Context: an optimization exercise on an open-source flow, tuned for small area and a short achievable clock period. The choices shown serve that exercise and are no tape-out recipe.
Power is estimated from default activity; no workload was simulated.

==> flow/design.v <==
module CPU (clk, input_8bit, output_8bit, cmd_addr, cmd_8bit, rst);
  input  wire       clk;
  input  wire       rst;
  input  wire [7:0] input_8bit;
  input  wire [7:0] cmd_8bit;
  output wire [7:0] output_8bit;
  output reg  [7:0] cmd_addr;
  reg [7:0] r0, r1, r2, r3, r4, r5;
  reg [7:0] f;
  reg       boot;
  wire [1:0] op = cmd_8bit[7:6];
  wire [2:0] s  = cmd_8bit[5:3];
  wire [2:0] d  = cmd_8bit[2:0];
  wire is_imm = (op == 2'b00);
  wire is_cal = (op == 2'b01);
  wire is_cpy = (op == 2'b10);
  wire is_cnd = (op == 2'b11);
  wire [7:0] sel;
  genvar k;
  generate
    for (k = 0; k < 8; k = k + 1) begin : dec
      assign sel[k] = (s == k);
    end
  endgenerate
  wire [7:0] x01 = ({8{sel[0]}} & r0) | ({8{sel[1]}} & r1);
  wire [7:0] x23 = ({8{sel[2]}} & r2) | ({8{sel[3]}} & r3);
  wire [7:0] x45 = ({8{sel[4]}} & r4) | ({8{sel[5]}} & r5);
  wire [7:0] x6  = ({8{sel[6]}} & input_8bit);
  wire [7:0] bus = x01 | x23 | x45 | x6;
  wire out_en = is_cpy & (d == 3'd6) & ~rst;
  assign output_8bit = {8{out_en}} & bus;
  wire [7:0] b   = r2 ^ {8{d[0]}};
  wire [7:0] sum = r1 + b + {7'd0, d[0]};
  wire [7:0] g   = r1 & r2;
  wire [7:0] o   = r1 | r2;
  wire [7:0] lg  = (d[0] ? g : o) ^ {8{d[0] ^ d[1]}};
  wire [7:0] alu = d[2] ? (d[1] ? 8'd0 : sum) : lg;
  wire z = (r3 == 8'd0);
  wire n = r3[7];
  wire t = d[2] ^ (d[0] & z | d[1] & n);
  wire jump = is_cnd & t;
  wire [7:0] r0_in = {8{~rst}} & (is_imm ? cmd_8bit : bus);
  wire [7:0] r3_in = {8{~rst}} & (is_cal ? alu : bus);
  wire [7:0] rx_in = {8{~rst}} & bus;
  wire we0 = rst | is_imm | (is_cpy & d == 3'd0);
  wire we1 = rst | (is_cpy & d == 3'd1);
  wire we2 = rst | (is_cpy & d == 3'd2);
  wire we3 = rst | is_cal | (is_cpy & d == 3'd3);
  wire we4 = rst | (is_cpy & d == 3'd4);
  wire we5 = rst | (is_cpy & d == 3'd5);
  always @(posedge clk) begin
    if (we0) r0 <= r0_in;
    if (we1) r1 <= rx_in;
    if (we2) r2 <= rx_in;
    if (we3) r3 <= r3_in;
    if (we4) r4 <= rx_in;
    if (we5) r5 <= rx_in;
  end
  always @(posedge clk) begin
    if (rst) begin
      cmd_addr <= 8'd0;
      f        <= 8'd0;
      boot     <= 1'b1;
    end else begin
      cmd_addr <= f;
      f        <= jump ? r0 : f + {7'd0, ~boot};
      boot     <= 1'b0;
    end
  end
endmodule
clock: 6.0 ns
lec_check: 0
cap_margin: 20
core_margin: 2
core_utilization: 40
setup_slack_margin: 2.5
slew_margin: 20
standard.sh (not shown) runs the stock make flow with config.mk's settings and CLKGATE_MAP_FILE= SYNTH_SCRIPT=/design/flow/synth_recipe.tcl, a recipe that flattens the netlist after the stock synthesis.
==> flow/flow/run.sh <==
#!/bin/bash
# Own layout flow: the standard ORFS flow, with two changes:
#  - synthesis is the standard flow's synthesis script unchanged except for the abc script
#    (flow/abc.script, an area-oriented mapping); registers are mapped by the
#    same dfflibmap step before abc, so their names and cells are unchanged;
#  - port buffers are sky130_fd_sc_hd__buf_2 instead of buffer_ports' default.
# Every tool's output goes to a log file in the work folder (and ORFS's own
# per-step logs under orfs/logs).
set -euo pipefail
W=$(pwd)
sed 's#log_cmd abc {\*}\$abc_args#log_cmd abc -script '"$W"'/flow/abc.script {*}[lrange $abc_args 2 end]#' \
  "$FLOW_HOME/scripts/synth.tcl" > "$W/my_synth.tcl"
grep -q 'flow/abc.script' "$W/my_synth.tcl"
sed "s#source \$::env(SCRIPTS_DIR)/synth.tcl#source $W/my_synth.tcl#" "$W/synth_recipe.tcl" > "$W/my_synth_recipe.tcl"
grep -q 'my_synth.tcl' "$W/my_synth_recipe.tcl"
sed "s#SYNTH_SCRIPT=[^ ]*#SYNTH_SCRIPT=$W/my_synth_recipe.tcl#" "$W/standard.sh" > "$W/my_standard.sh"
grep -q 'my_synth_recipe.tcl' "$W/my_standard.sh"
bash "$W/my_standard.sh" "BUFFER_PORTS_ARGS=-buffer_cell sky130_fd_sc_hd__buf_2" finish > "$W/flow.log" 2>&1
==> flow/flow/abc.script <==
strash
&get -n
&dch
&nf -R 1000 -p
&put
The baseline completed without violations.
Edit:
--- a/flow/design.v
+++ b/flow/design.v
@@ -13,22 +13,17 @@
   wire [2:0] d  = cmd_8bit[2:0];
   wire is_imm = (op == 2'b00);
   wire is_cal = (op == 2'b01);
   wire is_cpy = (op == 2'b10);
   wire is_cnd = (op == 2'b11);
-  wire [7:0] sel;
-  genvar k;
-  generate
-    for (k = 0; k < 8; k = k + 1) begin : dec
-      assign sel[k] = (s == k);
-    end
-  endgenerate
-  wire [7:0] x01 = ({8{sel[0]}} & r0) | ({8{sel[1]}} & r1);
-  wire [7:0] x23 = ({8{sel[2]}} & r2) | ({8{sel[3]}} & r3);
-  wire [7:0] x45 = ({8{sel[4]}} & r4) | ({8{sel[5]}} & r5);
-  wire [7:0] x6  = ({8{sel[6]}} & input_8bit);
-  wire [7:0] bus = x01 | x23 | x45 | x6;
+  wire [7:0] bus = ({8{s == 3'd0}} & r0)
+                 | ({8{s == 3'd1}} & r1)
+                 | ({8{s == 3'd2}} & r2)
+                 | ({8{s == 3'd3}} & r3)
+                 | ({8{s == 3'd4}} & r4)
+                 | ({8{s == 3'd5}} & r5)
+                 | ({8{s == 3'd6}} & input_8bit);
   wire out_en = is_cpy & (d == 3'd6) & ~rst;
   assign output_8bit = {8{out_en}} & bus;
   wire [7:0] b   = r2 ^ {8{d[0]}};
   wire [7:0] sum = r1 + b + {7'd0, d[0]};
   wire [7:0] g   = r1 & r2;
The new run completed with no timing, DRC or antenna violations.
Utilization shrinks by 0.73 points.
Count of clock-buffer cells in the layout shrinks by 2.
Total power grows by 4.0%.
Non-clock buffer count grows by 1.
Cell count grows by 0.65%.
Setup slack degrades by 0.076 ns.
Via count grows by 2.6%.
First-iteration DRC count grows by 4.6%.
Cell area shrinks by 1.4%.
Sequential share of layout area grows by 0.61 points.
Sequential power barely changes.
Synthesized area shrinks by 0.64%.
Function was not checked in any run of this note: the RTL went through the layout flow alone.

## static timing again, ports no longer ideal
No port has a modelled driver above. Below, the same layouts with a new extraction and two added sets of constraints.
Step 1 sets driving cells, clkbuf_16 on the clock port and buf_2 on the other inputs (assumed; they add their load-dependent delay and slew).
Step 2 moves the port delays by t, midway between the first and last clock arrival at a register: inputs arrive t later, outputs are due t later. That takes back most of the time a late clock gives input paths.
Three values: ideal, step 1, step 2; two values: the first two.
run	t, ns	setup WS [ns]	cell pins on the clock port's net
the first run	0.373	2.329 / 2.278 / 2.278	1
the second run	0.369	2.253 / 2.207 / 2.207	1
After both steps every run listed still meets setup and hold. The setup slack of the first run, which loses most, moves by -0.051 ns with the drivers and by -0.051 ns with both steps.
